What follows belongs to an exercise in optimizing a design on an open flow for small area; a production flow would make more cautious choices. The RTL was checked by simulation tests, not by an equivalence proof against the original design.

`design/flow/config.mk`:
```
export PLATFORM = sky130hd
export DESIGN_NAME = cordic_pipeline_rtl
export DESIGN_NICKNAME = cordic_pipeline_rtl
export VERILOG_FILES = /design/flow/design.v
export SDC_FILE = /design/flow/constraint.sdc
export NUM_CORES = 4
export LEC_CHECK = 0
export CAP_MARGIN = 0
export CORE_MARGIN = 2
export CORE_UTILIZATION = 70
export CTS_CLUSTER_DIAMETER = 100
export CTS_CLUSTER_SIZE = 30
export GPL_TIMING_DRIVEN = 0
export PLACE_DENSITY = 0.75
export SLEW_MARGIN = 0
```
`design/flow/constraint.sdc`:
```
create_clock -name core_clock -period 4.5 [get_ports {clock}]
set_input_delay 0.9000 -clock core_clock [delete_from_list [all_inputs] [get_ports {clock}]]
set_output_delay 0.9000 -clock core_clock [all_outputs]
set_load 0.01 [all_outputs]
```
`design/flow/design.v`:
```
module cordic_pipeline_rtl( clock, reset, ce, angle_in, sin_out, cos_out, valid_out );
input clock, reset, ce;
input signed [11:0] angle_in;
output signed [11:0] sin_out, cos_out;
output valid_out;
reg [3:0] valid_cnt;
always @(posedge clock)
  if (reset == 1'b0) valid_cnt <= 4'd15;
  else if (ce && valid_cnt != 4'd0) valid_cnt <= valid_cnt - 4'd1;
assign valid_out = (valid_cnt == 4'd0);
wire sg_1 = angle_in[11];
wire [10:0] u_2 = angle_in[10:0] ^ {11{sg_1}};
wire e_3 = (u_2 >= 11'd804);
wire e_4 = e_3 ? (u_2 >= 11'd1279) : (u_2 >= 11'd329);
wire e_5 = e_3 ? (e_4 ? (u_2 >= 11'd1530) : (u_2 >= 11'd1028)) : (e_4 ? (u_2 >= 11'd580) : (u_2 >= 11'd78));
wire [13:0] E_6 = {sg_1, e_3, e_4, e_5, u_2[9:0]};
reg [13:0] l1_e;
wire [10:0] d_7;
wire [9:0] k_8 = (l1_e[12] ? (l1_e[11] ? (l1_e[10] ? 10'h207 : 10'h305) : (l1_e[10] ? 10'h3fd : 10'hfb)) : (l1_e[11] ? (l1_e[10] ? 10'h1bd : 10'h2bb) : (l1_e[10] ? 10'h3b3 : 10'hb1)));
wire [9:0] w_9 = l1_e[9:0] + k_8;
wire [6:0] sv_10 = (|w_9[9:8]) ? 7'd127 : w_9[7:1];
assign d_7[0] = ~l1_e[13];
assign d_7[1] = l1_e[12] ^ l1_e[13];
assign d_7[2] = l1_e[11] ^ l1_e[13];
assign d_7[3] = l1_e[10] ^ l1_e[13];
assign d_7[4] = sv_10[6] ^ l1_e[13];
assign d_7[5] = sv_10[5] ^ l1_e[13];
assign d_7[6] = sv_10[4] ^ l1_e[13];
assign d_7[7] = sv_10[3] ^ l1_e[13];
assign d_7[8] = sv_10[2] ^ l1_e[13];
assign d_7[9] = sv_10[1] ^ l1_e[13];
assign d_7[10] = sv_10[0] ^ l1_e[13];
reg [10:0] l2_d;
reg [10:0] l3_d;
reg [10:0] l4_d;
reg [10:0] l5_d;
reg [10:0] l6_d;
reg [10:0] l7_d;
reg [10:0] l8_d;
reg [10:0] l9_d;
reg [10:0] l10_d;
wire signed [11:0] x_11 = (l10_d[4] ? (l10_d[3] ? (l10_d[2] ? (l10_d[1] ? (l10_d[0] ? 12'hf47 : 12'h68b) : (l10_d[0] ? 12'h4cd : 12'h481)) : (l10_d[1] ? (l10_d[0] ? 12'h271 : 12'h61d) : (l10_d[0] ? 12'h65b : 12'h1b7))) : (l10_d[2] ? (l10_d[1] ? (l10_d[0] ? 12'he9 : 12'h685) : (l10_d[0] ? 12'h5c3 : 12'h32f)) : (l10_d[1] ? (l10_d[0] ? 12'h3df : 12'h553) : (l10_d[0] ? 12'h695 : 12'h19)))) : (l10_d[3] ? (l10_d[2] ? (l10_d[1] ? (l10_d[0] ? 12'h19 : 12'h695) : (l10_d[0] ? 12'h553 : 12'h3df)) : (l10_d[1] ? (l10_d[0] ? 12'h32f : 12'h5c3) : (l10_d[0] ? 12'h685 : 12'he9))) : (l10_d[2] ? (l10_d[1] ? (l10_d[0] ? 12'h1b7 : 12'h65b) : (l10_d[0] ? 12'h61d : 12'h271)) : (l10_d[1] ? (l10_d[0] ? 12'h481 : 12'h4cd) : (l10_d[0] ? 12'h68b : 12'hf47)))));
wire signed [11:0] y_12 = (l10_d[4] ? (l10_d[3] ? (l10_d[2] ? (l10_d[1] ? (l10_d[0] ? 12'h68b : 12'hb9) : (l10_d[0] ? 12'h481 : 12'hb33)) : (l10_d[1] ? (l10_d[0] ? 12'h61d : 12'hd8f) : (l10_d[0] ? 12'h1b7 : 12'h9a5))) : (l10_d[2] ? (l10_d[1] ? (l10_d[0] ? 12'h685 : 12'hf17) : (l10_d[0] ? 12'h32f : 12'ha3d)) : (l10_d[1] ? (l10_d[0] ? 12'h553 : 12'hc21) : (l10_d[0] ? 12'h19 : 12'h96b)))) : (l10_d[3] ? (l10_d[2] ? (l10_d[1] ? (l10_d[0] ? 12'h695 : 12'hfe7) : (l10_d[0] ? 12'h3df : 12'haad)) : (l10_d[1] ? (l10_d[0] ? 12'h5c3 : 12'hcd1) : (l10_d[0] ? 12'he9 : 12'h97b))) : (l10_d[2] ? (l10_d[1] ? (l10_d[0] ? 12'h65b : 12'he49) : (l10_d[0] ? 12'h271 : 12'h9e3)) : (l10_d[1] ? (l10_d[0] ? 12'h4cd : 12'hb7f) : (l10_d[0] ? 12'hf47 : 12'h975)))));
wire signed [11:0] sy_x_13 = y_12 >>> 5;
wire signed [11:0] sx_x_13 = x_11 >>> 5;
wire tx_15_m = l10_d[5];
wire [8:0] tx_15_lo = {1'b0, x_11[6:0], tx_15_m} + {1'b0, y_12[11:5] ^ {7{tx_15_m}}, tx_15_m};
wire tx_15_sg = y_12[11] ^ tx_15_m;
wire [4:0] tx_15_hi = tx_15_sg ? (tx_15_lo[8] ? x_11[11:7] : x_11[11:7] - 1'b1) : (tx_15_lo[8] ? x_11[11:7] + 1'b1 : x_11[11:7]);
wire [12:0] tx_15 = {tx_15_hi, tx_15_lo[7:1], 1'b0};
wire ty_16_m = ~l10_d[5];
wire [8:0] ty_16_lo = {1'b0, y_12[6:0], ty_16_m} + {1'b0, x_11[11:5] ^ {7{ty_16_m}}, ty_16_m};
wire ty_16_sg = x_11[11] ^ ty_16_m;
wire [4:0] ty_16_hi = ty_16_sg ? (ty_16_lo[8] ? y_12[11:7] : y_12[11:7] - 1'b1) : (ty_16_lo[8] ? y_12[11:7] + 1'b1 : y_12[11:7]);
wire [12:0] ty_16 = {ty_16_hi, ty_16_lo[7:1], 1'b0};
wire signed [11:0] x_13 = tx_15[12:1];
wire signed [11:0] y_14 = ty_16[12:1];
reg signed [11:0] l11_x;
reg signed [11:0] l11_y;
reg [10:6] l11_d;
wire [10:0] dw_17 = {l11_d, 6'd0};
wire signed [11:0] sy_x_18 = l11_y >>> 6;
wire signed [11:0] sx_x_18 = l11_x >>> 6;
wire tx_20_m = dw_17[6];
wire [5:0] tx_20_b = l11_y[11:6] ^ {6{tx_20_m}};
wire [6:0] tx_20_cc;
wire [5:0] tx_20_lo;
assign tx_20_cc[0] = tx_20_m;
assign tx_20_lo = l11_x[5:0] ^ tx_20_b ^ tx_20_cc[5:0];
assign tx_20_cc[6:1] = (l11_x[5:0] & tx_20_b) | (l11_x[5:0] & tx_20_cc[5:0]) | (tx_20_b & tx_20_cc[5:0]);
wire tx_20_sg = l11_y[11] ^ tx_20_m;
wire [5:0] tx_20_hi = tx_20_sg ? (tx_20_cc[6] ? l11_x[11:6] : l11_x[11:6] - 1'b1) : (tx_20_cc[6] ? l11_x[11:6] + 1'b1 : l11_x[11:6]);
wire [12:0] tx_20 = {tx_20_hi, tx_20_lo, 1'b0};
wire ty_21_m = ~dw_17[6];
wire [5:0] ty_21_b = l11_x[11:6] ^ {6{ty_21_m}};
wire [6:0] ty_21_cc;
wire [5:0] ty_21_lo;
assign ty_21_cc[0] = ty_21_m;
assign ty_21_lo = l11_y[5:0] ^ ty_21_b ^ ty_21_cc[5:0];
assign ty_21_cc[6:1] = (l11_y[5:0] & ty_21_b) | (l11_y[5:0] & ty_21_cc[5:0]) | (ty_21_b & ty_21_cc[5:0]);
wire ty_21_sg = l11_x[11] ^ ty_21_m;
wire [5:0] ty_21_hi = ty_21_sg ? (ty_21_cc[6] ? l11_y[11:6] : l11_y[11:6] - 1'b1) : (ty_21_cc[6] ? l11_y[11:6] + 1'b1 : l11_y[11:6]);
wire [12:0] ty_21 = {ty_21_hi, ty_21_lo, 1'b0};
wire signed [11:0] x_18 = tx_20[12:1];
wire signed [11:0] y_19 = ty_21[12:1];
reg signed [11:0] l12_x;
reg signed [11:0] l12_y;
reg [10:7] l12_d;
wire [10:0] dw_22 = {l12_d, 7'd0};
wire signed [11:0] sy_x_23 = l12_y >>> 7;
wire signed [11:0] sx_x_23 = l12_x >>> 7;
wire tx_25_m = dw_22[7];
wire [6:0] tx_25_lo = {1'b0, l12_x[4:0], tx_25_m} + {1'b0, l12_y[11:7] ^ {5{tx_25_m}}, tx_25_m};
wire tx_25_sg = l12_y[11] ^ tx_25_m;
wire [6:0] tx_25_hi = tx_25_sg ? (tx_25_lo[6] ? l12_x[11:5] : l12_x[11:5] - 1'b1) : (tx_25_lo[6] ? l12_x[11:5] + 1'b1 : l12_x[11:5]);
wire [12:0] tx_25 = {tx_25_hi, tx_25_lo[5:1], 1'b0};
wire ty_26_m = ~dw_22[7];
wire [6:0] ty_26_lo = {1'b0, l12_y[4:0], ty_26_m} + {1'b0, l12_x[11:7] ^ {5{ty_26_m}}, ty_26_m};
wire ty_26_sg = l12_x[11] ^ ty_26_m;
wire [6:0] ty_26_hi = ty_26_sg ? (ty_26_lo[6] ? l12_y[11:5] : l12_y[11:5] - 1'b1) : (ty_26_lo[6] ? l12_y[11:5] + 1'b1 : l12_y[11:5]);
wire [12:0] ty_26 = {ty_26_hi, ty_26_lo[5:1], 1'b0};
wire signed [11:0] x_23 = tx_25[12:1];
wire signed [11:0] y_24 = ty_26[12:1];
wire signed [11:0] sy_x_27 = y_24 >>> 8;
wire signed [11:0] sx_x_27 = x_23 >>> 8;
wire tx_29_m = dw_22[8];
wire [5:0] tx_29_lo = {1'b0, x_23[3:0], tx_29_m} + {1'b0, y_24[11:8] ^ {4{tx_29_m}}, tx_29_m};
wire tx_29_sg = y_24[11] ^ tx_29_m;
wire [7:0] tx_29_hi = tx_29_sg ? (tx_29_lo[5] ? x_23[11:4] : x_23[11:4] - 1'b1) : (tx_29_lo[5] ? x_23[11:4] + 1'b1 : x_23[11:4]);
wire [12:0] tx_29 = {tx_29_hi, tx_29_lo[4:1], 1'b0};
wire ty_30_m = ~dw_22[8];
wire [5:0] ty_30_lo = {1'b0, y_24[3:0], ty_30_m} + {1'b0, x_23[11:8] ^ {4{ty_30_m}}, ty_30_m};
wire ty_30_sg = x_23[11] ^ ty_30_m;
wire [7:0] ty_30_hi = ty_30_sg ? (ty_30_lo[5] ? y_24[11:4] : y_24[11:4] - 1'b1) : (ty_30_lo[5] ? y_24[11:4] + 1'b1 : y_24[11:4]);
wire [12:0] ty_30 = {ty_30_hi, ty_30_lo[4:1], 1'b0};
wire signed [11:0] x_27 = tx_29[12:1];
wire signed [11:0] y_28 = ty_30[12:1];
reg signed [11:0] l13_x;
reg signed [11:0] l13_y;
reg [10:9] l13_d;
wire [10:0] dw_31 = {l13_d, 9'd0};
wire signed [11:0] sy_x_32 = l13_y >>> 9;
wire signed [11:0] sx_x_32 = l13_x >>> 9;
wire tx_34_m = dw_31[9];
wire [2:0] tx_34_b = l13_y[11:9] ^ {3{tx_34_m}};
wire [3:0] tx_34_cc;
wire [2:0] tx_34_lo;
assign tx_34_cc[0] = tx_34_m;
assign tx_34_lo = l13_x[2:0] ^ tx_34_b ^ tx_34_cc[2:0];
assign tx_34_cc[3:1] = (l13_x[2:0] & tx_34_b) | (l13_x[2:0] & tx_34_cc[2:0]) | (tx_34_b & tx_34_cc[2:0]);
wire tx_34_sg = l13_y[11] ^ tx_34_m;
wire [8:0] tx_34_hi = tx_34_sg ? (tx_34_cc[3] ? l13_x[11:3] : l13_x[11:3] - 1'b1) : (tx_34_cc[3] ? l13_x[11:3] + 1'b1 : l13_x[11:3]);
wire [12:0] tx_34 = {tx_34_hi, tx_34_lo, 1'b0};
wire ty_35_m = ~dw_31[9];
wire [2:0] ty_35_b = l13_x[11:9] ^ {3{ty_35_m}};
wire [3:0] ty_35_cc;
wire [2:0] ty_35_lo;
assign ty_35_cc[0] = ty_35_m;
assign ty_35_lo = l13_y[2:0] ^ ty_35_b ^ ty_35_cc[2:0];
assign ty_35_cc[3:1] = (l13_y[2:0] & ty_35_b) | (l13_y[2:0] & ty_35_cc[2:0]) | (ty_35_b & ty_35_cc[2:0]);
wire ty_35_sg = l13_x[11] ^ ty_35_m;
wire [8:0] ty_35_hi = ty_35_sg ? (ty_35_cc[3] ? l13_y[11:3] : l13_y[11:3] - 1'b1) : (ty_35_cc[3] ? l13_y[11:3] + 1'b1 : l13_y[11:3]);
wire [12:0] ty_35 = {ty_35_hi, ty_35_lo, 1'b0};
wire signed [11:0] x_32 = tx_34[12:1];
wire signed [11:0] y_33 = ty_35[12:1];
wire signed [11:0] sy_x_36 = y_33 >>> 10;
wire signed [11:0] sx_x_36 = x_32 >>> 10;
wire tx_38_m = dw_31[10];
wire [1:0] tx_38_b = y_33[11:10] ^ {2{tx_38_m}};
wire [2:0] tx_38_cc;
wire [1:0] tx_38_lo;
assign tx_38_cc[0] = tx_38_m;
assign tx_38_lo = x_32[1:0] ^ tx_38_b ^ tx_38_cc[1:0];
assign tx_38_cc[2:1] = (x_32[1:0] & tx_38_b) | (x_32[1:0] & tx_38_cc[1:0]) | (tx_38_b & tx_38_cc[1:0]);
wire tx_38_sg = y_33[11] ^ tx_38_m;
wire [9:0] tx_38_hi = tx_38_sg ? (tx_38_cc[2] ? x_32[11:2] : x_32[11:2] - 1'b1) : (tx_38_cc[2] ? x_32[11:2] + 1'b1 : x_32[11:2]);
wire [12:0] tx_38 = {tx_38_hi, tx_38_lo, 1'b0};
wire ty_39_m = ~dw_31[10];
wire [1:0] ty_39_b = x_32[11:10] ^ {2{ty_39_m}};
wire [2:0] ty_39_cc;
wire [1:0] ty_39_lo;
assign ty_39_cc[0] = ty_39_m;
assign ty_39_lo = y_33[1:0] ^ ty_39_b ^ ty_39_cc[1:0];
assign ty_39_cc[2:1] = (y_33[1:0] & ty_39_b) | (y_33[1:0] & ty_39_cc[1:0]) | (ty_39_b & ty_39_cc[1:0]);
wire ty_39_sg = x_32[11] ^ ty_39_m;
wire [9:0] ty_39_hi = ty_39_sg ? (ty_39_cc[2] ? y_33[11:2] : y_33[11:2] - 1'b1) : (ty_39_cc[2] ? y_33[11:2] + 1'b1 : y_33[11:2]);
wire [12:0] ty_39 = {ty_39_hi, ty_39_lo, 1'b0};
wire signed [11:0] x_36 = tx_38[12:1];
wire signed [11:0] y_37 = ty_39[12:1];
reg signed [11:0] l14_x;
reg signed [11:0] l14_y;
wire signed [23:0] ex_40 = l14_x;
wire [11:0] u_43 = l14_x ^ 12'h800;
wire px_41_p_w1 = ~u_43[0] ^ u_43[2] ^ 1'b1;
wire px_41_p_w2 = (~u_43[0] & u_43[2]) | (~u_43[0] & 1'b1) | (u_43[2] & 1'b1);
wire px_41_p_w3 = ~u_43[0] ^ ~u_43[2] ^ u_43[4];
wire px_41_p_w4 = (~u_43[0] & ~u_43[2]) | (~u_43[0] & u_43[4]) | (~u_43[2] & u_43[4]);
wire px_41_p_w5 = ~u_43[1] ^ ~u_43[3] ^ u_43[5];
wire px_41_p_w6 = (~u_43[1] & ~u_43[3]) | (~u_43[1] & u_43[5]) | (~u_43[3] & u_43[5]);
wire px_41_p_w7 = ~u_43[2] ^ ~u_43[4] ^ u_43[6];
wire px_41_p_w8 = (~u_43[2] & ~u_43[4]) | (~u_43[2] & u_43[6]) | (~u_43[4] & u_43[6]);
wire px_41_p_w9 = u_43[0] ^ ~u_43[3] ^ ~u_43[5];
wire px_41_p_w10 = (u_43[0] & ~u_43[3]) | (u_43[0] & ~u_43[5]) | (~u_43[3] & ~u_43[5]);
wire px_41_p_w11 = u_43[1] ^ ~u_43[4] ^ ~u_43[6];
wire px_41_p_w12 = (u_43[1] & ~u_43[4]) | (u_43[1] & ~u_43[6]) | (~u_43[4] & ~u_43[6]);
wire px_41_p_w13 = u_43[0] ^ u_43[2] ^ ~u_43[5];
wire px_41_p_w14 = (u_43[0] & u_43[2]) | (u_43[0] & ~u_43[5]) | (u_43[2] & ~u_43[5]);
wire px_41_p_w15 = u_43[1] ^ u_43[3] ^ ~u_43[6];
wire px_41_p_w16 = (u_43[1] & u_43[3]) | (u_43[1] & ~u_43[6]) | (u_43[3] & ~u_43[6]);
wire px_41_p_w17 = u_43[2] ^ u_43[4] ^ ~u_43[7];
wire px_41_p_w18 = (u_43[2] & u_43[4]) | (u_43[2] & ~u_43[7]) | (u_43[4] & ~u_43[7]);
wire px_41_p_w19 = ~u_43[9] ^ u_43[11] ^ 1'b1;
wire px_41_p_w20 = (~u_43[9] & u_43[11]) | (~u_43[9] & 1'b1) | (u_43[11] & 1'b1);
wire px_41_p_w21 = u_43[3] ^ u_43[5] ^ ~u_43[8];
wire px_41_p_w22 = (u_43[3] & u_43[5]) | (u_43[3] & ~u_43[8]) | (u_43[5] & ~u_43[8]);
wire px_41_p_w23 = u_43[4] ^ u_43[6] ^ ~u_43[9];
wire px_41_p_w24 = (u_43[4] & u_43[6]) | (u_43[4] & ~u_43[9]) | (u_43[6] & ~u_43[9]);
wire px_41_p_w25 = u_43[5] ^ u_43[7] ^ ~u_43[10];
wire px_41_p_w26 = (u_43[5] & u_43[7]) | (u_43[5] & ~u_43[10]) | (u_43[7] & ~u_43[10]);
wire px_41_p_w27 = u_43[6] ^ u_43[8] ^ ~u_43[11];
wire px_41_p_w28 = (u_43[6] & u_43[8]) | (u_43[6] & ~u_43[11]) | (u_43[8] & ~u_43[11]);
wire px_41_p_w29 = u_43[7] ^ u_43[9] ^ 1'b1;
wire px_41_p_w30 = (u_43[7] & u_43[9]) | (u_43[7] & 1'b1) | (u_43[9] & 1'b1);
wire px_41_p_w31 = u_43[8] ^ u_43[10] ^ 1'b1;
wire px_41_p_w32 = (u_43[8] & u_43[10]) | (u_43[8] & 1'b1) | (u_43[10] & 1'b1);
wire px_41_p_w33 = px_41_p_w2 ^ ~u_43[1] ^ u_43[3];
wire px_41_p_w34 = (px_41_p_w2 & ~u_43[1]) | (px_41_p_w2 & u_43[3]) | (~u_43[1] & u_43[3]);
wire px_41_p_w35 = px_41_p_w8 ^ px_41_p_w9 ^ u_43[7];
wire px_41_p_w36 = (px_41_p_w8 & px_41_p_w9) | (px_41_p_w8 & u_43[7]) | (px_41_p_w9 & u_43[7]);
wire px_41_p_w37 = px_41_p_w10 ^ px_41_p_w11 ^ u_43[8];
wire px_41_p_w38 = (px_41_p_w10 & px_41_p_w11) | (px_41_p_w10 & u_43[8]) | (px_41_p_w11 & u_43[8]);
wire px_41_p_w39 = px_41_p_w12 ^ px_41_p_w13 ^ ~u_43[7];
wire px_41_p_w40 = (px_41_p_w12 & px_41_p_w13) | (px_41_p_w12 & ~u_43[7]) | (px_41_p_w13 & ~u_43[7]);
wire px_41_p_w41 = px_41_p_w14 ^ px_41_p_w15 ^ ~u_43[8];
wire px_41_p_w42 = (px_41_p_w14 & px_41_p_w15) | (px_41_p_w14 & ~u_43[8]) | (px_41_p_w15 & ~u_43[8]);
wire px_41_p_w43 = px_41_p_w16 ^ px_41_p_w17 ^ px_41_p_w19;
wire px_41_p_w44 = (px_41_p_w16 & px_41_p_w17) | (px_41_p_w16 & px_41_p_w19) | (px_41_p_w17 & px_41_p_w19);
wire px_41_p_w45 = px_41_p_w18 ^ px_41_p_w20 ^ px_41_p_w21;
wire px_41_p_w46 = (px_41_p_w18 & px_41_p_w20) | (px_41_p_w18 & px_41_p_w21) | (px_41_p_w20 & px_41_p_w21);
wire px_41_p_w47 = px_41_p_w22 ^ px_41_p_w23 ^ ~u_43[11];
wire px_41_p_w48 = (px_41_p_w22 & px_41_p_w23) | (px_41_p_w22 & ~u_43[11]) | (px_41_p_w23 & ~u_43[11]);
wire px_41_p_w49 = px_41_p_w24 ^ px_41_p_w25 ^ 1'b1;
wire px_41_p_w50 = (px_41_p_w24 & px_41_p_w25) | (px_41_p_w24 & 1'b1) | (px_41_p_w25 & 1'b1);
wire px_41_p_w51 = px_41_p_w32 ^ u_43[9] ^ u_43[11];
wire px_41_p_w52 = (px_41_p_w32 & u_43[9]) | (px_41_p_w32 & u_43[11]) | (u_43[9] & u_43[11]);
wire px_41_p_w53 = px_41_p_w34 ^ px_41_p_w3 ^ 1'b1;
wire px_41_p_w54 = (px_41_p_w34 & px_41_p_w3) | (px_41_p_w34 & 1'b1) | (px_41_p_w3 & 1'b1);
wire px_41_p_w55 = px_41_p_w38 ^ px_41_p_w39 ^ u_43[9];
wire px_41_p_w56 = (px_41_p_w38 & px_41_p_w39) | (px_41_p_w38 & u_43[9]) | (px_41_p_w39 & u_43[9]);
wire px_41_p_w57 = px_41_p_w40 ^ px_41_p_w41 ^ u_43[10];
wire px_41_p_w58 = (px_41_p_w40 & px_41_p_w41) | (px_41_p_w40 & u_43[10]) | (px_41_p_w41 & u_43[10]);
wire px_41_p_w59 = px_41_p_w44 ^ px_41_p_w45 ^ ~u_43[10];
wire px_41_p_w60 = (px_41_p_w44 & px_41_p_w45) | (px_41_p_w44 & ~u_43[10]) | (px_41_p_w45 & ~u_43[10]);
wire px_41_p_w61 = px_41_p_w50 ^ px_41_p_w26 ^ px_41_p_w27;
wire px_41_p_w62 = (px_41_p_w50 & px_41_p_w26) | (px_41_p_w50 & px_41_p_w27) | (px_41_p_w26 & px_41_p_w27);
wire px_41_p_w63 = px_41_p_w52 ^ u_43[10] ^ 1'b1;
wire px_41_p_w64 = (px_41_p_w52 & u_43[10]) | (px_41_p_w52 & 1'b1) | (u_43[10] & 1'b1);
wire px_41_p_w65 = px_41_p_w54 ^ px_41_p_w4 ^ px_41_p_w5;
wire px_41_p_w66 = (px_41_p_w54 & px_41_p_w4) | (px_41_p_w54 & px_41_p_w5) | (px_41_p_w4 & px_41_p_w5);
wire px_41_p_w67 = px_41_p_w58 ^ px_41_p_w42 ^ px_41_p_w43;
wire px_41_p_w68 = (px_41_p_w58 & px_41_p_w42) | (px_41_p_w58 & px_41_p_w43) | (px_41_p_w42 & px_41_p_w43);
wire px_41_p_w69 = px_41_p_w60 ^ px_41_p_w46 ^ px_41_p_w47;
wire px_41_p_w70 = (px_41_p_w60 & px_41_p_w46) | (px_41_p_w60 & px_41_p_w47) | (px_41_p_w46 & px_41_p_w47);
wire px_41_p_w71 = px_41_p_w62 ^ px_41_p_w28 ^ px_41_p_w29;
wire px_41_p_w72 = (px_41_p_w62 & px_41_p_w28) | (px_41_p_w62 & px_41_p_w29) | (px_41_p_w28 & px_41_p_w29);
wire px_41_p_w73 = px_41_p_w66 ^ px_41_p_w6 ^ px_41_p_w7;
wire px_41_p_w74 = (px_41_p_w66 & px_41_p_w6) | (px_41_p_w66 & px_41_p_w7) | (px_41_p_w6 & px_41_p_w7);
wire px_41_p_w75 = px_41_p_w68 ^ px_41_p_w59 ^ 1'b1;
wire px_41_p_w76 = (px_41_p_w68 & px_41_p_w59) | (px_41_p_w68 & 1'b1) | (px_41_p_w59 & 1'b1);
wire px_41_p_w77 = px_41_p_w70 ^ px_41_p_w48 ^ px_41_p_w49;
wire px_41_p_w78 = (px_41_p_w70 & px_41_p_w48) | (px_41_p_w70 & px_41_p_w49) | (px_41_p_w48 & px_41_p_w49);
wire px_41_p_w79 = px_41_p_w72 ^ px_41_p_w30 ^ px_41_p_w31;
wire px_41_p_w80 = (px_41_p_w72 & px_41_p_w30) | (px_41_p_w72 & px_41_p_w31) | (px_41_p_w30 & px_41_p_w31);
wire px_41_p_w81 = (u_43[0] & 1'b0) | (u_43[0] & 1'b0) | (1'b0 & 1'b0);
wire px_41_p_w82 = (u_43[1] & 1'b0) | (u_43[1] & px_41_p_w81) | (1'b0 & px_41_p_w81);
wire px_41_p_w83 = (px_41_p_w1 & 1'b0) | (px_41_p_w1 & px_41_p_w82) | (1'b0 & px_41_p_w82);
wire px_41_p_w84 = (px_41_p_w33 & 1'b0) | (px_41_p_w33 & px_41_p_w83) | (1'b0 & px_41_p_w83);
wire px_41_p_w85 = (px_41_p_w53 & 1'b0) | (px_41_p_w53 & px_41_p_w84) | (1'b0 & px_41_p_w84);
wire px_41_p_w86 = (px_41_p_w65 & 1'b0) | (px_41_p_w65 & px_41_p_w85) | (1'b0 & px_41_p_w85);
wire [15:0] px_41_p_w87 = {1'b1, px_41_p_w64, px_41_p_w63, px_41_p_w80, px_41_p_w79, px_41_p_w71, px_41_p_w78, px_41_p_w77, px_41_p_w76, px_41_p_w75, px_41_p_w67, px_41_p_w56, px_41_p_w55, px_41_p_w36, px_41_p_w74, px_41_p_w73} + {1'b0, u_43[11], 1'b0, px_41_p_w51, 1'b0, 1'b0, px_41_p_w61, 1'b0, px_41_p_w69, 1'b0, 1'b0, px_41_p_w57, 1'b0, px_41_p_w37, px_41_p_w35, 1'b0} + px_41_p_w86;
wire [21:0] px_41_p = {px_41_p_w87, 6'd0};
wire signed [11:0] rx_42 = px_41_p[21:10];
wire signed [23:0] ey_88 = l14_y;
wire [11:0] u_91 = l14_y ^ 12'h800;
wire py_89_p_w1 = ~u_91[0] ^ u_91[2] ^ 1'b1;
wire py_89_p_w2 = (~u_91[0] & u_91[2]) | (~u_91[0] & 1'b1) | (u_91[2] & 1'b1);
wire py_89_p_w3 = ~u_91[0] ^ ~u_91[2] ^ u_91[4];
wire py_89_p_w4 = (~u_91[0] & ~u_91[2]) | (~u_91[0] & u_91[4]) | (~u_91[2] & u_91[4]);
wire py_89_p_w5 = ~u_91[1] ^ ~u_91[3] ^ u_91[5];
wire py_89_p_w6 = (~u_91[1] & ~u_91[3]) | (~u_91[1] & u_91[5]) | (~u_91[3] & u_91[5]);
wire py_89_p_w7 = ~u_91[2] ^ ~u_91[4] ^ u_91[6];
wire py_89_p_w8 = (~u_91[2] & ~u_91[4]) | (~u_91[2] & u_91[6]) | (~u_91[4] & u_91[6]);
wire py_89_p_w9 = u_91[0] ^ ~u_91[3] ^ ~u_91[5];
wire py_89_p_w10 = (u_91[0] & ~u_91[3]) | (u_91[0] & ~u_91[5]) | (~u_91[3] & ~u_91[5]);
wire py_89_p_w11 = u_91[1] ^ ~u_91[4] ^ ~u_91[6];
wire py_89_p_w12 = (u_91[1] & ~u_91[4]) | (u_91[1] & ~u_91[6]) | (~u_91[4] & ~u_91[6]);
wire py_89_p_w13 = u_91[0] ^ u_91[2] ^ ~u_91[5];
wire py_89_p_w14 = (u_91[0] & u_91[2]) | (u_91[0] & ~u_91[5]) | (u_91[2] & ~u_91[5]);
wire py_89_p_w15 = u_91[1] ^ u_91[3] ^ ~u_91[6];
wire py_89_p_w16 = (u_91[1] & u_91[3]) | (u_91[1] & ~u_91[6]) | (u_91[3] & ~u_91[6]);
wire py_89_p_w17 = u_91[2] ^ u_91[4] ^ ~u_91[7];
wire py_89_p_w18 = (u_91[2] & u_91[4]) | (u_91[2] & ~u_91[7]) | (u_91[4] & ~u_91[7]);
wire py_89_p_w19 = ~u_91[9] ^ u_91[11] ^ 1'b1;
wire py_89_p_w20 = (~u_91[9] & u_91[11]) | (~u_91[9] & 1'b1) | (u_91[11] & 1'b1);
wire py_89_p_w21 = u_91[3] ^ u_91[5] ^ ~u_91[8];
wire py_89_p_w22 = (u_91[3] & u_91[5]) | (u_91[3] & ~u_91[8]) | (u_91[5] & ~u_91[8]);
wire py_89_p_w23 = u_91[4] ^ u_91[6] ^ ~u_91[9];
wire py_89_p_w24 = (u_91[4] & u_91[6]) | (u_91[4] & ~u_91[9]) | (u_91[6] & ~u_91[9]);
wire py_89_p_w25 = u_91[5] ^ u_91[7] ^ ~u_91[10];
wire py_89_p_w26 = (u_91[5] & u_91[7]) | (u_91[5] & ~u_91[10]) | (u_91[7] & ~u_91[10]);
wire py_89_p_w27 = u_91[6] ^ u_91[8] ^ ~u_91[11];
wire py_89_p_w28 = (u_91[6] & u_91[8]) | (u_91[6] & ~u_91[11]) | (u_91[8] & ~u_91[11]);
wire py_89_p_w29 = u_91[7] ^ u_91[9] ^ 1'b1;
wire py_89_p_w30 = (u_91[7] & u_91[9]) | (u_91[7] & 1'b1) | (u_91[9] & 1'b1);
wire py_89_p_w31 = u_91[8] ^ u_91[10] ^ 1'b1;
wire py_89_p_w32 = (u_91[8] & u_91[10]) | (u_91[8] & 1'b1) | (u_91[10] & 1'b1);
wire py_89_p_w33 = py_89_p_w2 ^ ~u_91[1] ^ u_91[3];
wire py_89_p_w34 = (py_89_p_w2 & ~u_91[1]) | (py_89_p_w2 & u_91[3]) | (~u_91[1] & u_91[3]);
wire py_89_p_w35 = py_89_p_w8 ^ py_89_p_w9 ^ u_91[7];
wire py_89_p_w36 = (py_89_p_w8 & py_89_p_w9) | (py_89_p_w8 & u_91[7]) | (py_89_p_w9 & u_91[7]);
wire py_89_p_w37 = py_89_p_w10 ^ py_89_p_w11 ^ u_91[8];
wire py_89_p_w38 = (py_89_p_w10 & py_89_p_w11) | (py_89_p_w10 & u_91[8]) | (py_89_p_w11 & u_91[8]);
wire py_89_p_w39 = py_89_p_w12 ^ py_89_p_w13 ^ ~u_91[7];
wire py_89_p_w40 = (py_89_p_w12 & py_89_p_w13) | (py_89_p_w12 & ~u_91[7]) | (py_89_p_w13 & ~u_91[7]);
wire py_89_p_w41 = py_89_p_w14 ^ py_89_p_w15 ^ ~u_91[8];
wire py_89_p_w42 = (py_89_p_w14 & py_89_p_w15) | (py_89_p_w14 & ~u_91[8]) | (py_89_p_w15 & ~u_91[8]);
wire py_89_p_w43 = py_89_p_w16 ^ py_89_p_w17 ^ py_89_p_w19;
wire py_89_p_w44 = (py_89_p_w16 & py_89_p_w17) | (py_89_p_w16 & py_89_p_w19) | (py_89_p_w17 & py_89_p_w19);
wire py_89_p_w45 = py_89_p_w18 ^ py_89_p_w20 ^ py_89_p_w21;
wire py_89_p_w46 = (py_89_p_w18 & py_89_p_w20) | (py_89_p_w18 & py_89_p_w21) | (py_89_p_w20 & py_89_p_w21);
wire py_89_p_w47 = py_89_p_w22 ^ py_89_p_w23 ^ ~u_91[11];
wire py_89_p_w48 = (py_89_p_w22 & py_89_p_w23) | (py_89_p_w22 & ~u_91[11]) | (py_89_p_w23 & ~u_91[11]);
wire py_89_p_w49 = py_89_p_w24 ^ py_89_p_w25 ^ 1'b1;
wire py_89_p_w50 = (py_89_p_w24 & py_89_p_w25) | (py_89_p_w24 & 1'b1) | (py_89_p_w25 & 1'b1);
wire py_89_p_w51 = py_89_p_w32 ^ u_91[9] ^ u_91[11];
wire py_89_p_w52 = (py_89_p_w32 & u_91[9]) | (py_89_p_w32 & u_91[11]) | (u_91[9] & u_91[11]);
wire py_89_p_w53 = py_89_p_w34 ^ py_89_p_w3 ^ 1'b1;
wire py_89_p_w54 = (py_89_p_w34 & py_89_p_w3) | (py_89_p_w34 & 1'b1) | (py_89_p_w3 & 1'b1);
wire py_89_p_w55 = py_89_p_w38 ^ py_89_p_w39 ^ u_91[9];
wire py_89_p_w56 = (py_89_p_w38 & py_89_p_w39) | (py_89_p_w38 & u_91[9]) | (py_89_p_w39 & u_91[9]);
wire py_89_p_w57 = py_89_p_w40 ^ py_89_p_w41 ^ u_91[10];
wire py_89_p_w58 = (py_89_p_w40 & py_89_p_w41) | (py_89_p_w40 & u_91[10]) | (py_89_p_w41 & u_91[10]);
wire py_89_p_w59 = py_89_p_w44 ^ py_89_p_w45 ^ ~u_91[10];
wire py_89_p_w60 = (py_89_p_w44 & py_89_p_w45) | (py_89_p_w44 & ~u_91[10]) | (py_89_p_w45 & ~u_91[10]);
wire py_89_p_w61 = py_89_p_w50 ^ py_89_p_w26 ^ py_89_p_w27;
wire py_89_p_w62 = (py_89_p_w50 & py_89_p_w26) | (py_89_p_w50 & py_89_p_w27) | (py_89_p_w26 & py_89_p_w27);
wire py_89_p_w63 = py_89_p_w52 ^ u_91[10] ^ 1'b1;
wire py_89_p_w64 = (py_89_p_w52 & u_91[10]) | (py_89_p_w52 & 1'b1) | (u_91[10] & 1'b1);
wire py_89_p_w65 = py_89_p_w54 ^ py_89_p_w4 ^ py_89_p_w5;
wire py_89_p_w66 = (py_89_p_w54 & py_89_p_w4) | (py_89_p_w54 & py_89_p_w5) | (py_89_p_w4 & py_89_p_w5);
wire py_89_p_w67 = py_89_p_w58 ^ py_89_p_w42 ^ py_89_p_w43;
wire py_89_p_w68 = (py_89_p_w58 & py_89_p_w42) | (py_89_p_w58 & py_89_p_w43) | (py_89_p_w42 & py_89_p_w43);
wire py_89_p_w69 = py_89_p_w60 ^ py_89_p_w46 ^ py_89_p_w47;
wire py_89_p_w70 = (py_89_p_w60 & py_89_p_w46) | (py_89_p_w60 & py_89_p_w47) | (py_89_p_w46 & py_89_p_w47);
wire py_89_p_w71 = py_89_p_w62 ^ py_89_p_w28 ^ py_89_p_w29;
wire py_89_p_w72 = (py_89_p_w62 & py_89_p_w28) | (py_89_p_w62 & py_89_p_w29) | (py_89_p_w28 & py_89_p_w29);
wire py_89_p_w73 = py_89_p_w66 ^ py_89_p_w6 ^ py_89_p_w7;
wire py_89_p_w74 = (py_89_p_w66 & py_89_p_w6) | (py_89_p_w66 & py_89_p_w7) | (py_89_p_w6 & py_89_p_w7);
wire py_89_p_w75 = py_89_p_w68 ^ py_89_p_w59 ^ 1'b1;
wire py_89_p_w76 = (py_89_p_w68 & py_89_p_w59) | (py_89_p_w68 & 1'b1) | (py_89_p_w59 & 1'b1);
wire py_89_p_w77 = py_89_p_w70 ^ py_89_p_w48 ^ py_89_p_w49;
wire py_89_p_w78 = (py_89_p_w70 & py_89_p_w48) | (py_89_p_w70 & py_89_p_w49) | (py_89_p_w48 & py_89_p_w49);
wire py_89_p_w79 = py_89_p_w72 ^ py_89_p_w30 ^ py_89_p_w31;
wire py_89_p_w80 = (py_89_p_w72 & py_89_p_w30) | (py_89_p_w72 & py_89_p_w31) | (py_89_p_w30 & py_89_p_w31);
wire py_89_p_w81 = (u_91[0] & 1'b0) | (u_91[0] & 1'b0) | (1'b0 & 1'b0);
wire py_89_p_w82 = (u_91[1] & 1'b0) | (u_91[1] & py_89_p_w81) | (1'b0 & py_89_p_w81);
wire py_89_p_w83 = (py_89_p_w1 & 1'b0) | (py_89_p_w1 & py_89_p_w82) | (1'b0 & py_89_p_w82);
wire py_89_p_w84 = (py_89_p_w33 & 1'b0) | (py_89_p_w33 & py_89_p_w83) | (1'b0 & py_89_p_w83);
wire py_89_p_w85 = (py_89_p_w53 & 1'b0) | (py_89_p_w53 & py_89_p_w84) | (1'b0 & py_89_p_w84);
wire py_89_p_w86 = (py_89_p_w65 & 1'b0) | (py_89_p_w65 & py_89_p_w85) | (1'b0 & py_89_p_w85);
wire [15:0] py_89_p_w87 = {1'b1, py_89_p_w64, py_89_p_w63, py_89_p_w80, py_89_p_w79, py_89_p_w71, py_89_p_w78, py_89_p_w77, py_89_p_w76, py_89_p_w75, py_89_p_w67, py_89_p_w56, py_89_p_w55, py_89_p_w36, py_89_p_w74, py_89_p_w73} + {1'b0, u_91[11], 1'b0, py_89_p_w51, 1'b0, 1'b0, py_89_p_w61, 1'b0, py_89_p_w69, 1'b0, 1'b0, py_89_p_w57, 1'b0, py_89_p_w37, py_89_p_w35, 1'b0} + py_89_p_w86;
wire [21:0] py_89_p = {py_89_p_w87, 6'd0};
wire signed [11:0] ry_90 = py_89_p[21:10];
reg signed [11:0] l15_c;
reg signed [11:0] l15_s;
assign cos_out = l15_c;
assign sin_out = l15_s;
always @(posedge clock)
  if (ce) begin
    l1_e <= E_6;
    l2_d <= d_7;
    l3_d <= l2_d;
    l4_d <= l3_d;
    l5_d <= l4_d;
    l6_d <= l5_d;
    l7_d <= l6_d;
    l8_d <= l7_d;
    l9_d <= l8_d;
    l10_d <= l9_d;
    l11_x <= x_13;
    l11_y <= y_14;
    l11_d <= l10_d[10:6];
    l12_x <= x_18;
    l12_y <= y_19;
    l12_d <= dw_17[10:7];
    l13_x <= x_27;
    l13_y <= y_28;
    l13_d <= dw_22[10:9];
    l14_x <= x_36;
    l14_y <= y_37;
    l15_c <= rx_42;
    l15_s <= ry_90;
  end
endmodule
```
`design/flow/run.sh`:
```
#!/bin/bash
# synth_recipe.tcl (not shown) runs the flow's synth.tcl, then flattens the netlist and writes it again
# the make line also repeats each setting of config.mk as NAME=value (left out here)
make -C /OpenROAD-flow-scripts/flow DESIGN_CONFIG=/design/flow/config.mk WORK_HOME=/design/flow/orfs CLKGATE_MAP_FILE= SYNTH_SCRIPT=/design/flow/synth_recipe.tcl finish
```
==> run notes, run 1 <==
Status -> finished with violations
Fail Reasons -> negative setup slack
Core ar. -> 23300 µm²
CTS Buf Count -> 13
Root buffer cell -> clkbuf_16
CP Data Required Time -> 4.74 ns
Port bufs -> 38
Setup CP Type -> reg -> reg
Fin crit period -> 4.71 ns
Period utilisation layout -> 1.05
# setup viols final -> 16
Post-DRT Antenna Nets -> 0
Grt total ovfl -> 0
Critical Path Max Stage Delay -> 0.48 ns
Die Width -> 158 µm
Final Skew -> 0.0238 ns
Asr flop ratio synth -> 0
Hold Path Class -> reg -> reg
Worst Hold End -> l10_d[3]$_DFFE_PP_
Final design utilization -> 0.808
Layout fillers -> 1325
Post-CTS Hold Buffers -> 0
Final Hold Fails -> 0
Vias per cell -> 5.81
DIE HEIGHT -> 158 µm
Global-route wire length before repair -> 49200 µm
Syn-to-layout area delta -> 13.9%
FF-to-FF path depth -> 20
Post-Synthesis Cells -> 1477
Biggest register -> l1_e
Initial Util -> 0.709
Slew Viols, Final -> 0
Mean Syn Cell Area -> 11.2 µm²
Antenna Cells -> 0
Crit path max fanout -> 6
Fmax -> 0.212 GHz
Critical path's slowest cell -> edfxtp_1
Latest clock arrival within the worst-skew pair -> 0.49 ns
Crit start category -> flip-flop
Drc violations -> 0
Synth Register Bits -> 248
Layout net count -> 1784
Synthesized area -> 16600 µm²
RSZ-0062 raised after global routing -> yes
Drt first pass iters -> 5
Final WS setup -> -0.207 ns
Max reg flops -> 14
Share of layout cells above drive strength 1 -> 0.128
Num Clock Sinks -> 248
Vias in the first global route -> 10800
Hold Path Origin -> l9_d[3]$_DFFE_PP_
Yosys cell types -> 74
WL/cell -> 17.0 µm
Worst reg2reg setup slack -> -0.21 ns
Most used cell, CP -> a21o_1
Post-Synth Simple-Gate Area -> 0.103
Placed inst area -> 17400 µm²
Final WL -> 32600 µm
Compound-cell area share of the yosys netlist -> 0.0921
Antenna violations before repair -> 0
Worst R2R Start -> l12_d[7]$_DFFE_PP_
Xor/xnor share of the synthesized area -> 0.128
Worst EP arrival -> 4.95 ns
Post-synthesis mux area share -> 0.0113
Hpwl dp -> 21800 µm
DR vias -> 11100
Worst slew margin -> 0.462
Syn Nets -> 1671
Crit end category -> flip-flop
I/O pins -> 40
Post-synth EDFFs -> 244
Detailed Route Iter0 Violations -> 656
Synth Area in Adders -> 0.169
CTS H-Tree Depth -> 1
Worst Setup SP -> l12_d[7]$_DFFE_PP_
Reg2reg end -> l13_y[11]$_DFFE_PP_
Die ar. -> 24900 µm²
Largest net degree at the start of global routing -> 138
RePlAce Congestion -> 0.901
Post-route design area -> 18900 µm²
Sequential element share of the synthesized area -> 0.447
Main combinational cell family by area after synthesis -> adder cells
Max cap viols -> 0
Worst hold path depth -> 0
Slew @ Worst Pin -> 0.802 ns
Yosys warns -> 1
CP cell instances -> buf_8 > buf_12 > xor2_4 > ha_4 > a2111o_1 > a31oi_4 > buf_6 > nor2_4 > mux2i_2 > xor2_2 > xnor2_1 > ha_1 > a21o_1 > a21o_1 > a21o_1 > a21o_4 > nor3_4 > and3_4 > a32oi_2 > xnor2_1
Row cnt -> 56
Ys flop type -> edfxtp_1
Max Root-Sink Buffers -> 3
Final hold slack -> 0.411 ns
GR Util All Layers -> 0.246
CTS tree -> yes
CTS clk-pin slew, worst paths -> 0.11 ns
synthesized netlist by cell type (5+ instances only):
| cell type | number | area share |
|---|---|---|
| a22oi_1 | 5 | 0.0023 |
| inv_1 | 171 | 0.039 |
| and2_1 | 7 | 0.0026 |
| nand2_1 | 90 | 0.020 |
| ha_1 | 104 | 0.079 |
| or2_2 | 5 | 0.0019 |
| o31ai_1 | 11 | 0.0050 |
| buf_1 | 10 | 0.0023 |
| nor3_1 | 38 | 0.011 |
| nor2_1 | 90 | 0.020 |
| o22ai_1 | 9 | 0.0034 |
| a211oi_1 | 5 | 0.0023 |
| nor2b_1 | 15 | 0.0057 |
| o21a_1 | 7 | 0.0032 |
| nand2b_1 | 10 | 0.0038 |
| o21ai_0 | 61 | 0.018 |
| and3_1 | 9 | 0.0034 |
| a31oi_1 | 16 | 0.0060 |
| clkbuf_1 | 22 | 0.0050 |
| or3_1 | 8 | 0.0030 |
| mux2i_1 | 12 | 0.0073 |
| o211ai_1 | 8 | 0.0036 |
| o21bai_1 | 6 | 0.0027 |
| nand4_1 | 12 | 0.0045 |
| nand3_1 | 34 | 0.010 |
| xor2_1 | 84 | 0.044 |
| nor4_1 | 8 | 0.0030 |
| edfxtp_1 | 244 | 0.44 |
| or4_1 | 6 | 0.0027 |
| mux2_2 | 6 | 0.0041 |
| a21o_1 | 13 | 0.0059 |
| a32oi_1 | 9 | 0.0048 |
| nor3b_1 | 5 | 0.0023 |
| a21oi_1 | 54 | 0.016 |
| a21boi_0 | 5 | 0.0023 |
| xnor2_1 | 141 | 0.075 |
| fa_1 | 75 | 0.091 |
metrics by stage:
stage               TNS [ns]  std cells  worst slack [ns]
finish                 -1.27       1916            -0.207
global route           -4.53       1916            -0.346
CTS                        0       1880           0.00242
detailed placement    -12.86       1836            -0.744
global placement    -1232.75       1834             -6.06
floorplan                  0       1477           0.00467
critical path: cells and delay by family, from the launching register on:
family	cells	cell delay (ns)
mux	1	0.24
simple gates	3	0.41
fa+ha+maj	2	0.55
buf+inv	3	0.50
xor+xnor	4	0.68
compound gates	7	1.58
flops	1	0.48
placed cells by master, fill, tap and decap left out, drive strengths merged, types with 6 or more instances in the layout:
cell type / instances
nor4: 9
buf: 82
a21o: 13
clkdlybuf4s50: 37
nor2b: 15
a31oi: 16
o21a: 7
nand2b: 10
mux2i: 12
nand4: 13
xnor2: 142
o21ai: 65
o22ai: 9
a32oi: 9
or4: 6
clkbuf: 34
o211ai: 8
fa: 75
ha: 104
xor2: 87
o31ai: 11
edfxtp: 244
mux2: 6
and2: 7
a21oi: 54
o21bai: 6
nor3: 39
nand2: 90
and3: 9
or3: 8
nor2: 90
inv: 175
nand3: 34
logic make-up after synthesis:
kind of cell / Yosys count
AOI/OAI and AO/OA: 239
buffers and inverters: 211
muxes: 18
adders and majority gates: 179
DFF: 248
xor gates and xnor gates: 232
and+or+nand+nor: 350
repair_timing:
item                                    in CTS  in global routing
setup buffers                               27                 37
gates resized for setup                     63                 59
endpoints found under the setup margin      49                 42
pin swaps                                   15                 31
gates cloned                                 0                  1
how the worst max path moves through the flow:
stage / slack, ns / endpoint / depth (start not counted)
3_3_place_gp: -6.06 / valid_cnt[3]$_SDFFE_PN1P_ / 5
3_5_place_dp: -0.74 / l13_y[10]$_DFFE_PP_ / 17
5_1_grt: -0.35 / l13_y[11]$_DFFE_PP_ / 20
6_report: -0.21 / l13_y[11]$_DFFE_PP_ / 20
4_1_cts: 0.002 / l14_x[11]$_DFFE_PP_ / 16
2_1_floorplan: 0.005 / l13_y[10]$_DFFE_PP_ / 19
routing by layer:
metal | up-vias | wire (µm) | global-route usage
li1 | 5378 | - | -
met1 | 5324 | 12500 | 0.270
met2 | 319 | 17500 | 0.480
met3 | 112 | 1160 | 0.0263
met4 | 0 | 1450 | 0.103
met5 | - | 0 | 0
final cells by class:
cell class / instances / area, µm² / share of cell area
Tap cell: 319 / 399 / 0.0212
Clock buffer: 17 / 340 / 0.0180
Clock inverter: 5 / 50.0 / 0.00265
Multi-Input combinational cell: 1018 / 8880 / 0.471
Timing Repair Buffer: 105 / 961 / 0.0510
Buffer: 31 / 166 / 0.00882
Sequential cell: 248 / 7410 / 0.393
Inverter: 173 / 649 / 0.0344
==> inputs of run 2 (changes only) <==
--- a/design/flow/config.mk
+++ b/design/flow/config.mk
@@ -10,6 +10,6 @@
 export CORE_UTILIZATION = 70
 export CTS_CLUSTER_DIAMETER = 100
 export CTS_CLUSTER_SIZE = 30
-export GPL_TIMING_DRIVEN = 0
+export GPL_TIMING_DRIVEN = 1
 export PLACE_DENSITY = 0.75
 export SLEW_MARGIN = 0
==> run 2 against run 1 <==
Compared with the run above: now clean on timing, DRC and antenna; setup slack better by 0.29 ns; synthesized cell count stayed put; final cell count is 1.1% lower; sequential share of layout area is 0.89 points higher; die area stayed put; global-route usage is 0.081 points lower; worst hold slack better by 0.010 ns; clock skew is 0.0017 ns lower; fmax is 6.6% higher; non-clock buffer count is 20 lower; critical endpoint is now l13_y[10]$_DFFE_PP_; highest routed layer unchanged.
==> run notes, run 2 <==
Sequential element share of the synthesized area -> 0.447 (unchanged)
Port bufs -> 39 (was 38)
Max cap viols -> 0 (unchanged)
Global-route wire length before repair -> 49000 µm (was 49200 µm)
WP buf/inv -> 1 (was 3)
CP Data Required Time -> 4.75 ns (was 4.74 ns)
Count leader, synth -> edfxtp_1 (unchanged)
Ys flop type -> edfxtp_1 (unchanged)
Synth top area share -> 0.443 (unchanged)
DIE HEIGHT -> 158 µm (unchanged)
Detailed Route Iter0 Violations -> 661 (was 656)
Commonest cells in the netlist -> edfxtp_1 (244), inv_1 (171), xnor2_1 (141) (unchanged)
Yosys cell types -> 74 (unchanged)
Num Clock Sinks -> 248 (unchanged)
CTS H-Tree Depth -> 1 (unchanged)
Layout net count -> 1764 (was 1784)
Drc violations -> 0 (unchanged)
RSZ-0062 raised after global routing -> yes (unchanged)
Asr flop ratio synth -> 0 (unchanged)
Fmax -> 0.227 GHz (was 0.212 GHz)
Most common cell after layout, fill and taps aside -> edfxtp_1 (unchanged)
Synthesized area -> 16600 µm² (unchanged)
Status -> complete, no violations (was finished with violations)
WL/cell -> 16.0 µm (was 17.0 µm)
Die ar. -> 24900 µm² (unchanged)
Most used cell, CP -> a21o_1 (unchanged)
Antenna Cells -> 0 (unchanged)
Final hold slack -> 0.421 ns (was 0.411 ns)
Grt total ovfl -> 0 (unchanged)
Biggest register -> l1_e (unchanged)
Crit path max fanout -> 9 (was 6)
Worst EP arrival -> 4.67 ns (was 4.95 ns)
Die Width -> 158 µm (unchanged)
Layout fillers -> 1481 (was 1325)
Post-synth EDFFs -> 244 (unchanged)
Core ar. -> 23300 µm² (unchanged)
Fin crit period -> 4.41 ns (was 4.71 ns)
Initial Util -> 0.709 (unchanged)
Sequential cell area -> 7410 µm² (unchanged)
Yosys warns -> 1 (unchanged)
Slew Viols, Final -> 0 (unchanged)
Cell accounting for the most synthesized area -> edfxtp_1 (unchanged)
Vias per cell -> 5.69 (was 5.81)
CTS clk-pin slew, worst paths -> 0.11 ns (about the same)
CP cell instances -> buf_12 > xor2_1 > ha_1 > a2111o_1 > a31oi_4 > nor2_2 > mux2i_2 > xor2_2 > xnor2_1 > ha_1 > a21o_1 > a21o_1 > a21o_1 > a21o_1 > nand3_1 > or3b_2 > o21ai_1 > xnor2_1 (was buf_8 > buf_12 > xor2_4 > ha_4 > a2111o_1 > a31oi_4 > buf_6 > nor2_4 > mux2i_2 > xor2_2 > xnor2_1 > ha_1 > a21o_1 > a21o_1 > a21o_1 > a21o_4 > nor3_4 > and3_4 > a32oi_2 > xnor2_1)
Worst slew margin -> 0.411 (was 0.462)
Post-Synthesis Cells -> 1477 (unchanged)
Vias in the first global route -> 10500 (was 10800)
Final Hold Fails -> 0 (unchanged)
# setup viols final -> 0 (was 16)
Mean Syn Cell Area -> 11.2 µm² (unchanged)
Area taken by multi-input logic gates -> 8570 µm² (was 8880 µm²)
GR Util All Layers -> 0.245 (was 0.246)
DR vias -> 10800 (was 11100)
Drt first pass iters -> 5 (unchanged)
Critical Path Max Stage Delay -> 0.49 ns (was 0.48 ns)
Hpwl dp -> 22700 µm (was 21800 µm)
Crit end category -> flip-flop (unchanged)
Final WL -> 30400 µm (was 32600 µm)
Setup CP Type -> reg -> reg (unchanged)
Hold Path Class -> reg -> reg (unchanged)
Synth top area cells -> edfxtp_1 (44%), fa_1 (9.1%), ha_1 (7.9%) (unchanged)
Max reg flops -> 14 (unchanged)
Max Root-Sink Buffers -> 3 (unchanged)
Antenna violations before repair -> 0 (unchanged)
Row cnt -> 56 (unchanged)
Critical path's slowest cell -> or3b_2 (was edfxtp_1)
Synth Register Bits -> 248 (unchanged)
CTS tree -> yes (unchanged)
RePlAce Congestion -> 0.892 (was 0.901)
Slew @ Worst Pin -> 0.883 ns (was 0.802 ns)
I/O pins -> 40 (unchanged)
Root buffer cell -> clkbuf_16 (unchanged)
Largest net degree at the start of global routing -> 123 (was 138)
Syn-to-layout area delta -> 11.4% (was 13.9%)
Share of layout cells above drive strength 1 -> 0.100 (was 0.128)
Most frequent cells in the layout -> edfxtp_1 (244), inv_1 (170), xnor2_1 (138) (was edfxtp_1 (244), inv_1 (165), xnor2_1 (139))
Cell family with most CP delay -> compound AO/OA/AOI/OAI gates (unchanged)
Latest clock arrival within the worst-skew pair -> 0.49 ns (about the same)
CTS Buf Count -> 13 (unchanged)
Crit start category -> flip-flop (unchanged)
Period utilisation layout -> 0.981 (was 1.05)
Final Skew -> 0.0221 ns (was 0.0238 ns)
Post-DRT Antenna Nets -> 0 (unchanged)
Syn Nets -> 1671 (unchanged)
run 2: cell counts after synthesis:
No cell type changed its count.
run 2: final timing paths:
| check | start | endpoint | slack, ns | cells past startpoint |
|---|---|---|---|---|
| worst min-delay path | l8_d[7]$_DFFE_PP_ | l9_d[7]$_DFFE_PP_ | 0.42 | 0 |
| worst min register to register | l8_d[7]$_DFFE_PP_ | l9_d[7]$_DFFE_PP_ | 0.42 | 0 |
| worst max register to register | l12_d[7]$_DFFE_PP_ | l13_y[10]$_DFFE_PP_ | 0.09 | 18 |
| worst max-delay path | l12_d[7]$_DFFE_PP_ | l13_y[10]$_DFFE_PP_ | 0.09 | 18 |
run 2: area by class of cell:
| class | instances | area share |
|---|---|---|
| inverters | 173 | 0.0352 |
| flip-flops and latches | 248 | 0.402 |
| clock buffers | 16 | 0.0183 |
| repair buffers | 116 | 0.0548 |
| clock inverters | 5 | 0.00353 |
| well taps | 319 | 0.0216 |
| multi-input cells | 1018 | 0.465 |
run 2: logic make-up (layout without fill, tap and decap cells):
family          Yosys count  after routing  synth area share
compound gates          239            239            0.0921
simple gates            350            350             0.103
buf+inv                 211            310            0.0486
fa+ha+maj               179            179             0.169
mux                      18             18            0.0113
xor+xnor                232            232             0.128
flops                   248            248             0.447
run 2: stage by stage:
step                setup slack, ns  TNS, ns   util  std cells  instance area (µm²)
floorplan                   0.00467        0      -       1477                16600
global placement              0.137        0  0.758       1854                17700
detailed placement           0.0260        0  0.758       1854                17700
CTS                          0.0127        0  0.775       1875                18100
global route                -0.0700   -0.223  0.790       1895                18400
finish                       0.0863        0  0.790       1895                18400
run 2: timing repair:
item	in CTS	in global routing
setup buffers	0	20
pin swaps	0	18
resized for setup	2	44
hold buffers	0	0
setup endpoints to repair	2	35
cloned	0	0
run 2: layer usage:
layer / up-vias / part of all wire / global-route usage
met2: 231 / 0.53 / 0.461
met1: 5181 / 0.41 / 0.296
li1: 5321 / - / -
met5: - / 0 / 0
met3: 57 / 0.034 / 0.0285
met4: 0 / 0.025 / 0.0732

==> separate check: timing with driven ports <==
Ports are ideal in the flow. The routed layouts listed here were re-timed in OpenROAD. Step 1, drivers: a clkbuf_16 drives clock and a buf_2 each remaining input, both assumed. Step 2, shift: input delay + t, output delay - t, t = (earliest + latest rising clock arrival at the registers) / 2. This alone moves slack from input paths to output paths. Slacks: no drivers / after step 1 / after step 2; pairs: no drivers / after step 1.
run | shift t [ns] | slack for setup (ns) | worst setup path after step 2 | latest minus earliest clock arrival (ns) | worst data-port slew with drivers (ns)
run 1 | 0.531 | -0.207 / -0.207 / -0.207 | register to register | 0.024 / 0.024 | 0.05
run 2 | 0.525 | 0.086 / 0.086 / 0.086 | register to register | 0.025 / 0.026 | 0.05
